This design comes from an exercise in tuning for small area and a short achievable clock period on the open sky130 flow, not from production work.
The RTL was checked by simulation tests, not by an equivalence proof against the original design.

--- config.mk ---
export PLATFORM = sky130hd
export DESIGN_NAME = gemm_arr
export DESIGN_NICKNAME = gemm_arr
export VERILOG_FILES = /design/flow/design.v
export SDC_FILE = /design/flow/constraint.sdc
export NUM_CORES = 4
export LEC_CHECK = 0
export CAP_MARGIN = 20
export CORE_MARGIN = 2
export CORE_UTILIZATION = 40
export SLEW_MARGIN = 20
--- constraint.sdc ---
create_clock -name core_clock -period 16.0 [get_ports {i_clk}]
set_input_delay 3.2000 -clock core_clock [delete_from_list [all_inputs] [get_ports {i_clk}]]
set_output_delay 3.2000 -clock core_clock [all_outputs]
set_load 0.01 [all_outputs]
--- design.v ---
module bf16_class # (
    parameter NUM_WIDTH = 16,
    parameter EXP_WIDTH = 8,
    parameter SIG_WIDTH = 7,
    parameter FLAG_WIDTH = 4
) (
    input [NUM_WIDTH-1:0] i_data,
    output [FLAG_WIDTH-1:0] o_flag,
    output [SIG_WIDTH-1:0] o_sig,
    output signed [EXP_WIDTH-1:0] o_exp_out,
    output o_sign
);
wire signed [EXP_WIDTH-1:0] o_exp;
wire nan, zero, inf, norm;
assign o_sign = i_data[NUM_WIDTH-1];
assign o_exp = i_data[NUM_WIDTH-2:SIG_WIDTH];
assign o_sig = i_data[SIG_WIDTH-1:0];
assign nan = &o_exp && |o_sig;
assign zero = &(~o_exp);
assign inf = &o_exp && &(~o_sig);
assign norm = ~nan && ~zero && ~inf;
assign o_flag = {nan, zero, inf, norm};
assign o_exp_out = o_exp - 'd127;
endmodule
(*use_dsp = "yes"*) module bf16_mul # (
    parameter EXP_WIDTH = 8,
    parameter SIG_WIDTH = 7,
    parameter FLAG_WIDTH = 4
) (
    input [EXP_WIDTH+SIG_WIDTH:0] i_data_a,
    input [EXP_WIDTH+SIG_WIDTH:0] i_data_b,
    output reg [EXP_WIDTH+SIG_WIDTH:0] o_data,
    output reg [FLAG_WIDTH-1:0] o_flag
);
wire [FLAG_WIDTH-1:0] flag_a, flag_b;
wire signed [EXP_WIDTH-1:0] exp_a, exp_b;
wire [SIG_WIDTH-1:0] sig_a, sig_b;
wire sign_a, sign_b;
reg sign;
reg [2*SIG_WIDTH+1:0] sig_raw;
reg [SIG_WIDTH-1:0] sig;
reg signed [EXP_WIDTH+1:0] exp_raw, exp, exp_out;
bf16_class m_class_a (
    i_data_a,
    flag_a,
    sig_a,
    exp_a,
    sign_a
);
bf16_class m_class_b (
    i_data_b,
    flag_b,
    sig_b,
    exp_b,
    sign_b
);
always @(*) begin
    o_flag = 4'b0000;
    o_data = 'd0;
    sig_raw = 'd0; sig = 'd0;
    exp_raw = 'd0; exp = 'd0; exp_out = 'd0;
    sign = i_data_a[15]^i_data_b[15];
    if(flag_a[3] | flag_b[3]) begin
        o_data = {16'b0_11111111_1000000};
        o_flag[3] = 1'b1;
    end
    else if(flag_a[2] | flag_b[2]) begin
        if(flag_a[1] | flag_b[1]) begin
            o_data = {16'b1_11111111_1000000};
            o_flag[3] = 1'b1;
        end
        else begin
            o_data = {sign, 15'b00000000_0000000};
            o_flag[2] = 1'b1;
        end
    end  
    else if(flag_a[1] | flag_b[1]) begin
        o_data = {sign, 15'b11111111_0000000};
        o_flag[1] = 1'b1;
    end
    else begin
        exp_raw = exp_a + exp_b;  
        sig_raw = {1'b1, sig_a} * {1'b1, sig_b};  
        if(sig_raw[15] == 1'b1) begin
            sig = sig_raw[14:8];
            exp = exp_raw + 'd1;
        end
        else begin
            sig = sig_raw[13:7];
            exp = exp_raw;
        end
        if(exp < -126) begin
            o_data = {sign, 15'b00000000_0000000};
            o_flag[2] = 1'b1;
        end
        else if(exp > 127) begin
            o_data = {sign, 15'b11111111_0000000};
            o_flag[1] = 1'b1;
        end
        else begin
            exp_out = exp + 127;
            o_data = {sign, exp_out[7:0], sig[6:0]};
            o_flag[0] = 1'b1;
        end
    end
end
endmodule
module bf16_add #(
    parameter EXP_WIDTH = 8,
    parameter SIG_WIDTH = 7, 
    parameter FLAG_WIDTH = 4
) (
    input [EXP_WIDTH+SIG_WIDTH:0] i_data_a,
    input [EXP_WIDTH+SIG_WIDTH:0] i_data_b,
    output reg [EXP_WIDTH+SIG_WIDTH:0] o_data,
    output reg [FLAG_WIDTH-1:0] o_flag
);
wire [FLAG_WIDTH-1:0] flag_a, flag_b;
wire signed [EXP_WIDTH-1:0] exp_a, exp_b;
wire [SIG_WIDTH-1:0] sig_a, sig_b;
wire sign_a, sign_b;
bf16_class m_class_a (
    i_data_a,
    flag_a,
    sig_a,
    exp_a,
    sign_a
);
bf16_class m_class_b (
    i_data_b,
    flag_b,
    sig_b,
    exp_b,
    sign_b
);
reg [SIG_WIDTH-1:0] sig_augend, sig_addend, sig_norm;
reg signed [EXP_WIDTH:0] exp_augend, exp_addend, exp_norm;
reg sign_augend, sign_addend;
reg signed [EXP_WIDTH+1:0] shift_count;
reg [SIG_WIDTH:0] sig_sum;
reg sub;
reg signed [SIG_WIDTH+2:0] adder_op_a;
reg signed [SIG_WIDTH+2:0] adder_op_b;
reg signed [SIG_WIDTH+2:0] adder_out;
always @(*) begin
    o_flag = 4'b0000;
    o_data = 'd0;
    sig_augend = 'd0; sig_addend = 'd0; sig_norm = 'd0;
    exp_augend = 'd0; exp_addend = 'd0; exp_norm = 'd0;
    sign_augend = 1'b0; sign_addend = 1'b0; shift_count = 'd0;
    sig_sum = 'd0;
    adder_op_a = 'd0; adder_op_b = 'd0; adder_out = 'd0;
    sub = sign_a^sign_b;
    if(flag_a[3] | flag_b[3]) begin
        o_data = flag_b[3] ? i_data_b : i_data_a;
        o_flag[3] = 1'b1;
    end
    else if(flag_a[2] & flag_b[2]) begin
        o_data = {sign_a&sign_b, 15'b0000000_00000000};
        o_flag[2] = 1'b1; 
    end
    else if(flag_a[2] | flag_b[2]) begin
        o_data = flag_b[2] ? i_data_a : i_data_b;
        o_flag[2] = 1'b1; 
    end
    else if(flag_a[1] | flag_b[1]) begin
        if(flag_a[1] & flag_b[1] && sign_a^sign_b) begin
            o_data = {sign_a^sign_b, 15'b11111111_1000000};
            o_flag[3] = 1'b1;
        end
        else begin
            o_data = flag_a[1] ? i_data_a : i_data_b;
            o_flag[1] = 1'b1;
        end
    end
    else begin
        if(i_data_a[14:0] < i_data_b[14:0]) begin
            sig_augend = sig_b;
            sig_addend = sig_a;
            exp_augend = exp_b;
            exp_addend = exp_a;
            sign_augend = sign_b;
            sign_addend = sign_a;
            shift_count = exp_b - exp_a;
        end
        else begin
            sig_augend = sig_a;
            sig_addend = sig_b;
            exp_augend = exp_a;
            exp_addend = exp_b;
            sign_augend = sign_a;
            sign_addend = sign_b;
            shift_count = exp_a - exp_b;
        end
        adder_op_a = {1'b1, sig_augend, 1'b0};
        adder_op_b = ({1'b1, sig_addend, 1'b0} >> shift_count);
        adder_out = adder_op_a + adder_op_b;
        if(!sub) begin  
            if(adder_out[SIG_WIDTH+2]) begin
                exp_norm = exp_augend+'d128;
                o_data = {sign_augend, exp_norm[EXP_WIDTH-1:0], adder_out[SIG_WIDTH+1:2]};
            end
            else begin
                exp_norm = exp_augend+'d127;
                o_data = {sign_augend, exp_norm[EXP_WIDTH-1:0], adder_out[SIG_WIDTH:1]};
            end
            if(exp_norm[EXP_WIDTH-1:0] == 8'b11111111) begin
                o_data[SIG_WIDTH-1:0] = 7'b0000000;
                o_flag[1] = 1'b1;
            end
            else 
                o_flag[0] = 1'b1;        
        end
        else begin         
            adder_out = adder_op_a - adder_op_b;
            sig_norm = 'd0;
            if(adder_out[8]) begin
                sig_norm[6:0] = adder_out[7:1];
                exp_norm = exp_augend + 'd127;
            end
            else if(adder_out[7]) begin
                sig_norm[6:0] = adder_out[6:0];
                exp_norm = exp_augend + 'd126;
            end
            else if(adder_out[6]) begin
                sig_norm[6:1] = adder_out[5:0];
                exp_norm = exp_augend + 'd125;
            end
            else if(adder_out[5]) begin
                sig_norm[6:2] = adder_out[4:0];
                exp_norm = exp_augend + 'd124;
            end
            else if(adder_out[4]) begin
                sig_norm[6:3] = adder_out[3:0];
                exp_norm = exp_augend + 'd123;
            end
            else if(adder_out[3]) begin
                sig_norm[6:4] = adder_out[2:0];
                exp_norm = exp_augend + 'd122;
            end
            else if(adder_out[2]) begin
                sig_norm[6:5] = adder_out[1:0];
                exp_norm = exp_augend + 'd121;
            end
            else if(adder_out[1]) begin
                sig_norm[6] = adder_out[0];
                exp_norm = exp_augend + 'd120;
            end
            else if(adder_out[0]) begin
                sig_norm = 'd0;
                exp_norm = exp_augend + 'd119;
            end
            else begin
                sig_norm = 'd0;
                exp_norm = 'd0;
                sign_augend = 0;
            end
            o_data = {sign_augend, exp_norm[EXP_WIDTH-1:0], sig_norm[SIG_WIDTH-1:0]};
            if(exp_norm[EXP_WIDTH-1:0] == 8'b00000000) begin
                o_data[SIG_WIDTH-1:0] = 7'b0000000;
                o_flag[2] = 1'b1;
            end
            else 
                o_flag[0] = 1'b1;
        end
    end
end
endmodule
module gemm_pe #(
    parameter DATA_WIDTH = 16,
    parameter FLAG_WIDTH = 4
) (
    input i_clk,
    input i_rst,
    input i_valid,
    input [DATA_WIDTH-1:0] i_data_x,
    input [DATA_WIDTH-1:0] i_data_w,
    output reg [DATA_WIDTH-1:0] o_data_x,
    output reg [DATA_WIDTH-1:0] o_data_w,
    output reg [DATA_WIDTH-1:0] o_data_acc,
    output reg [FLAG_WIDTH-1:0] o_flag_acc
);
wire [DATA_WIDTH-1:0] o_mul_data, o_add_data;
wire [FLAG_WIDTH-1:0] o_mul_flag, o_add_flag;
bf16_mul m_mul(
    .i_data_a(i_data_x),
    .i_data_b(i_data_w),
    .o_data(o_mul_data),
    .o_flag(o_mul_flag)
);
bf16_add m_add(
    .i_data_a(o_data_acc),
    .i_data_b(o_mul_data),
    .o_data(o_add_data),
    .o_flag(o_add_flag)
);
always @(posedge i_clk) begin
    if(i_rst) begin
        o_data_acc <= 'd0;
        o_flag_acc <= 'd0;
        o_data_x <= 'd0;
        o_data_w <= 'd0;
    end
    else if(i_valid) begin
        o_data_acc <= o_add_data;
        o_flag_acc <= o_add_flag;
        o_data_x <= i_data_x;
        o_data_w <= i_data_w;
    end
end
endmodule
module gemm_arr #(
    parameter ROWS = 4,
    parameter COLS = 4,
    parameter N_ROWS = 2,  
    parameter N_COLS = 2,  
    parameter DATA_WIDTH = 16,
    parameter FLAG_WIDTH = 4
) (
    input i_clk,
    input i_rst,
    input i_valid,
    input [COLS*DATA_WIDTH-1:0] i_data_w,
    input [ROWS*DATA_WIDTH-1:0] i_data_x,
    input [N_COLS-1:0] i_addr,
    output [ROWS*DATA_WIDTH-1:0] o_data_acc,  
    output [ROWS*FLAG_WIDTH-1:0] o_data_flag
);
    wire [DATA_WIDTH-1:0] conn_w [ROWS*COLS-1:0]; 
    wire [DATA_WIDTH-1:0] conn_x [ROWS*COLS-1:0];
    wire [ROWS*DATA_WIDTH-1:0] conn_acc [COLS-1:0];  
    wire [ROWS*FLAG_WIDTH-1:0] conn_flag [COLS-1:0];
    genvar i;
    genvar j;
    generate
        for(i=0; i<ROWS; i=i+1) begin
            for(j=0; j<COLS; j=j+1) begin
                if(i==0 && j==0) begin
                    gemm_pe m_pe (
                        .i_clk(i_clk),
                        .i_rst(i_rst),
                        .i_valid(i_valid),
                        .i_data_x(i_data_x[ROWS*DATA_WIDTH-1:(ROWS-1)*DATA_WIDTH]),  
                        .i_data_w(i_data_w[COLS*DATA_WIDTH-1:(COLS-1)*DATA_WIDTH]),  
                        .o_data_x(conn_x[0]),
                        .o_data_w(conn_w[0]),
                        .o_data_acc(conn_acc[0][ROWS*DATA_WIDTH-1:(ROWS-1)*DATA_WIDTH]),  
                        .o_flag_acc(conn_flag[0][ROWS*FLAG_WIDTH-1:(ROWS-1)*FLAG_WIDTH])
                    );
                end
                else if(i==0) begin
                    gemm_pe m_pe (
                        .i_clk(i_clk),
                        .i_rst(i_rst),
                        .i_valid(i_valid),
                        .i_data_x(conn_x[j-1]),
                        .i_data_w(i_data_w[(COLS-j)*DATA_WIDTH-1:(COLS-1-j)*DATA_WIDTH]),   
                        .o_data_x(conn_x[j]),
                        .o_data_w(conn_w[j]),
                        .o_data_acc(conn_acc[j][ROWS*DATA_WIDTH-1:(ROWS-1)*DATA_WIDTH]),
                        .o_flag_acc(conn_flag[j][ROWS*FLAG_WIDTH-1:(ROWS-1)*FLAG_WIDTH])
                    );
                end
                else if(j==0) begin
                    gemm_pe m_pe (
                        .i_clk(i_clk),
                        .i_rst(i_rst),
                        .i_valid(i_valid),
                        .i_data_x(i_data_x[(ROWS-i)*DATA_WIDTH-1:(ROWS-1-i)*DATA_WIDTH]),  
                        .i_data_w(conn_w[(i-1)*COLS]),
                        .o_data_x(conn_x[i*COLS]),
                        .o_data_w(conn_w[i*COLS]),
                        .o_data_acc(conn_acc[0][(ROWS-i)*DATA_WIDTH-1:(ROWS-1-i)*DATA_WIDTH]),
                        .o_flag_acc(conn_flag[0][(ROWS-i)*FLAG_WIDTH-1:(ROWS-1-i)*FLAG_WIDTH])
                    );
                end
                else begin
                    gemm_pe m_pe (
                        .i_clk(i_clk),
                        .i_rst(i_rst),
                        .i_valid(i_valid),
                        .i_data_x(conn_x[i*COLS+j-1]),
                        .i_data_w(conn_w[(i-1)*COLS+j]),
                        .o_data_x(conn_x[i*COLS+j]),
                        .o_data_w(conn_w[i*COLS+j]),
                        .o_data_acc(conn_acc[j][(ROWS-i)*DATA_WIDTH-1:(ROWS-1-i)*DATA_WIDTH]),
                        .o_flag_acc(conn_flag[j][(ROWS-i)*FLAG_WIDTH-1:(ROWS-1-i)*FLAG_WIDTH])
                    );
                end
            end
        end
    endgenerate
    assign o_data_acc = conn_acc[i_addr];
    assign o_data_flag = conn_flag[i_addr];
endmodule
--- run.sh ---
#!/bin/bash
# synth_recipe.tcl (not shown) runs the flow's synth.tcl, then flattens the netlist and writes it again
# the make line also repeats each setting of config.mk as NAME=value (left out here)
make -C /OpenROAD-flow-scripts/flow DESIGN_CONFIG=/design/flow/config.mk WORK_HOME=/design/flow/orfs CLKGATE_MAP_FILE= SYNTH_SCRIPT=/design/flow/synth_recipe.tcl finish
==> notes.md <==
- The synthesized area is around 170000 um^2.
- The starting utilization of the core area is 40.25%.
- The tree built by TritonCTS fans out to 704 sinks.
- The post-route antenna net violation count is 0.
- In this run, synthesis inferred 0 flip-flops with an integrated enable.
- The pin count of the biggest net entering global routing is 103.
- Relative to the synthesized area, the layout overhead comes to 13.42%.
- The area of placed instances is approximately 190000 um^2.
- The row count is 239.
- The total of buffers placed on input and output ports is 212.
- The detailed router placed 185373 vias in this run.
- The largest single stage delay on the critical path is 0.57 ns.
- For this design the top-level I/O count stands at ~210.
- The first global-routing pass estimated ~1000000 um of wire.
- In the final routed layout, each cell accounts on average for 22.56 um.
- In this run the tightest slew margin relative to its limit is 23.80%.
- The clock root buffer is sky130_fd_sc_hd__clkbuf_16.
- The post-synthesis net count is 26322.
- The average via count per standard cell is slightly above 6.
- In this run the number of H-tree levels came out at 3.
- Clock skew on the completed layout was measured at between 0.05 and 0.06 ns.
- At the end of routability-driven placement, the weighted congestion stood at 1.015.
- The upper clock frequency limit is between 0.06 and 0.07 GHz.
- Counting flops with an async set or reset pin after synthesis yields a share of 0%.
- Max-cap violations in this run came to 0.
- The worst slack on hold paths is around 0.46 ns.
- The worst setup path is launched from a primary input.
- The highest-delay cell along the critical path is sky130_fd_sc_hd__fa_1.
- Summed over all nets, the half-perimeter wirelength after detailed placement is 558900 um.
- In this run, the number of DRC markers left after iteration 0 of detailed routing was 19264.
- The height of the die is ~660 um.
- Of the synthesized area, sequential elements account for 8.251%.
- The number of nets in the layout is around 27000.
- In this run the worst hold path is classified as reg2reg.
- The overall overflow remaining after global route is 0.
- Of the cells placed in the final design, the portion with a size suffix greater than 1 is 11.24%.
- The latest clock arrival within the worst-skew pair is 0.89 ns.
- The flip-flop and latch count after synthesis is between 700 and 800.
- The multi-input combinational cells in the finished layout cover a total of between 100000 and 150000 um^2.
- Setup slack closes at 0.6086 ns.
- The worst setup slack for register-to-register paths is 0.69 ns.
- Setup violations remaining at the end of the flow were counted as 0.
- The leading register cell type out of synthesis is sky130_fd_sc_hd__dfxtp_1.
- The post-synthesis cell type count is about 140.
- By area, the combinational part of the netlist is dominated by compound AO/OA/AOI/OAI gates.
- The worst hold path passes through 2 cells.
- The cell repeated most along the worst path is sky130_fd_sc_hd__buf_4.
- The final critical-path share of the clock period is 96.20%.
- The number of antenna violations at the first check in global routing is 55.
- No sink is reached through more buffers than the 4 on the longest clock path.
- The run finished with no timing, DRC or antenna violations.
- The clock transition at the registers of the reported paths is ~0.060 ns.
- The combined global-route utilization of all metal layers is around 30%.
- For this run, the detailed router's first-pass iteration total came to 9.
- The category of the worst setup path capture point is a flip-flop.
- The number of endpoints with negative hold slack in the final report is 0.
- Setup repair after global routing could not meet its margin everywhere.
- Measured along the x axis, the die boundary spans 657.5 um.
- The worst path in the final design needs a cycle of 15.39 ns, including I/O delays and setup.
- Summing the areas of all compound-gate instances in the mapped netlist gives between 20% and 30% of the synthesized area.
- For the pin with the worst max-slew slack, the measured transition is 1.125 ns.
- The synthesized netlist devotes 20.33% of its cell area to adder and majority cells.
- The startpoint-to-endpoint class of the critical path is in2reg.
- The start point of the critical path is i_data_w[36].
- Of the total synthesized cell area, the portion taken by XOR and XNOR cells is under 10%.
- The number of global-route vias before repair is ~170k.
- The post-synthesis mux area share is 6.791%.
- The Yosys step of the flow raised 4 warnings.
- The total DRC errors in the routed layout is 0.
- Timing analysis after detailed placement gives a worst setup slack of -0.3149 ns.
- The number of buffers added by the clock tree synthesis step is 102.
- The TritonCTS clock tree is done.
- The final cell area excluding filler cells is 193700 um^2.
- For this block, the routed nets add up to 689200 um of wire.
- The average cell area after synthesis is 7.175 um^2.
- Counting both buffers and inverters, the worst setup path holds a total of 15.
- The top fanout value on the critical path is 24.
- The critical path data arrival time is around 16 ns.
- The gate count after technology mapping is roughly 24000.
- The simple-gate area share of the yosys netlist is 24.47%.
- The post-route core utilization is a little under half.
- The area occupied by registers is 14090 um^2.
- The area enclosed by the die boundary is roughly 430000 um^2.
- The cell depth of the worst setup path is 55.
- The number of cells on the worst reg-to-reg path is 57.
- The family with the most delay on the worst path is compound AO/OA/AOI/OAI gates.
- The final max-slew violation count is 0.
- The required time at the endpoint of the critical path is 16.68 ns.
- The area of the placeable core is between 400000 and 500000 um^2.
- The number of fillers in the final layout is 43280.
worst min path at each step:
stage	slack, ns	to	startpoint
global placement	0.44	flip-flop	flip-flop
detailed placement	0.44	flip-flop	flip-flop
floorplan	0.41	flip-flop	flip-flop
CTS	0.46	flip-flop	flip-flop
finish	0.46	flip-flop	flip-flop
global route	0.48	flip-flop	flip-flop
layer usage:
metal / GRT usage, % / wire [um] / part of all wire [%] / up-vias
met5: 0 / 175 / 0.025 / -
li1: - / - / - / 87585
met4: 12.27 / 31590 / 4.6 / 28
met3: 4.580 / 56160 / 8.1 / 1272
met2: 46.72 / 295500 / 43 / 7594
met1: 42.05 / 305800 / 44 / 88894
cells in the mapped netlist, types with 167 or more instances:
library cell	instances	area, um^2
sky130_fd_sc_hd__nand4_1	259	1620
sky130_fd_sc_hd__xor2_1	530	4642
sky130_fd_sc_hd__mux2i_1	787	7878
sky130_fd_sc_hd__a31oi_1	317	1983
sky130_fd_sc_hd__dfxtp_1	704	14090
sky130_fd_sc_hd__and2_1	738	4617
sky130_fd_sc_hd__nor2b_1	193	1207
sky130_fd_sc_hd__a211oi_1	308	2312
sky130_fd_sc_hd__a21o_1	431	3236
sky130_fd_sc_hd__or3_1	167	1045
sky130_fd_sc_hd__ha_1	1744	21820
sky130_fd_sc_hd__nand3_1	780	3904
sky130_fd_sc_hd__nor4_1	231	1445
sky130_fd_sc_hd__inv_1	2030	7620
sky130_fd_sc_hd__and3_1	269	1683
sky130_fd_sc_hd__fa_1	640	12810
sky130_fd_sc_hd__nor2_1	2348	8813
sky130_fd_sc_hd__a21oi_1	1511	7562
sky130_fd_sc_hd__nor3_1	688	3443
sky130_fd_sc_hd__clkbuf_1	978	3671
sky130_fd_sc_hd__o21ai_0	1335	6681
sky130_fd_sc_hd__nand2_1	2035	7639
sky130_fd_sc_hd__nand2b_1	236	1476
sky130_fd_sc_hd__xnor2_1	844	7392
sky130_fd_sc_hd__o211ai_1	315	2365
per-stage QoR:
| stage | setup TNS, ns | cells |
|---|---|---|
| 2_1_floorplan | 0 | 23805 |
| 3_3_place_gp | -0.6729 | 30328 |
| 3_5_place_dp | -3.980 | 30330 |
| 4_1_cts | 0 | 30511 |
| 5_1_grt | -0.3303 | 30533 |
| 6_report | 0 | 30547 |
cell usage in the layout, fill, tap and decap left out, types with 703 or more instances in the layout:
master / n
sky130_fd_sc_hd__xnor2_1: 838
sky130_fd_sc_hd__mux2i_1: 784
sky130_fd_sc_hd__o21ai_0: 1322
sky130_fd_sc_hd__nand2_1: 2032
sky130_fd_sc_hd__nor2_1: 2338
sky130_fd_sc_hd__dfxtp_1: 703
sky130_fd_sc_hd__a21oi_1: 1502
sky130_fd_sc_hd__buf_4: 1836
sky130_fd_sc_hd__inv_1: 2028
sky130_fd_sc_hd__and2_1: 735
sky130_fd_sc_hd__ha_1: 1742
sky130_fd_sc_hd__nand3_1: 780
kinds of logic after synthesis:
logic type,count (synthesis)
xor gates and xnor gates,1389
and+or+nand+nor,8552
adders and majority gates,2394
DFF,704
muxes,1011
buffers and inverters,3258
AOI/OAI and AO/OA,6497
area by class of cell:
| type | instances | area share [%] |
|---|---|---|
| flip-flops and latches | 704 | 7.275 |
| diodes | 26 | 0.03358 |
| clock inverters | 61 | 0.3707 |
| multi-input cells | 19844 | 74.80 |
| clock buffers | 120 | 1.410 |
| inverters | 2056 | 3.987 |
| repair buffers | 2073 | 8.468 |
| well taps | 5663 | 3.657 |
timing repair:
action                     CTS  global route
buffers inserted             0             7
gates resized for setup      0            87
hold buffers                 0             0
setup endpoints to repair    0           120
flip-flops by register name (all words and copies together) (netlist names), 32 cells and up:
name	flops
genblk1.genblk1.genblk1.genblk1.genblk1.m_pe.o_data_w	128
genblk1.genblk1.genblk1.genblk1.m_pe.o_data_acc	48
genblk1.genblk1.genblk1.genblk1.genblk1.m_pe.o_data_x	144
genblk1.genblk1.genblk1.genblk1.genblk1.m_pe.o_flag_acc	48
genblk1.genblk1.genblk1.genblk1.m_pe.o_data_w	48
genblk1.genblk1.genblk1.genblk1.genblk1.m_pe.o_data_acc	192
genblk1.genblk1.genblk1.genblk1.m_pe.o_data_x	32
worst min-delay path, cell delays in order, from the launching register on:
cell and delay [ns]:
sky130_fd_sc_hd__dfxtp_1 0.32, sky130_fd_sc_hd__nand2_1 0.05, sky130_fd_sc_hd__o41ai_1 0.05

static timing again, ports no longer ideal:
In the flow no input, the clock included, has a driving cell. The finished layout below was timed again as built, in two steps.
Step 1 assumes that a clkbuf_16 drives the clock port and a buf_2 every other input.
Step 2 also shifts input and output timing later by t, the mid clock arrival at the registers, as if the neighbouring blocks saw the same clock.
Slacks: ideal ports / drivers / drivers and shift; pairs: ideal ports / drivers.
t (ns): 0.968
setup slack, ns: 0.609 / 0.665 / -0.304
clock arrival spread, ns: 0.069 / 0.069
worst data-port slew with drivers (ns): 0.26
Met with ideal ports but missed after step 2: setup timing in this run. The setup slack of this run moves by +0.056 ns with the drivers and by -0.913 ns with both steps.
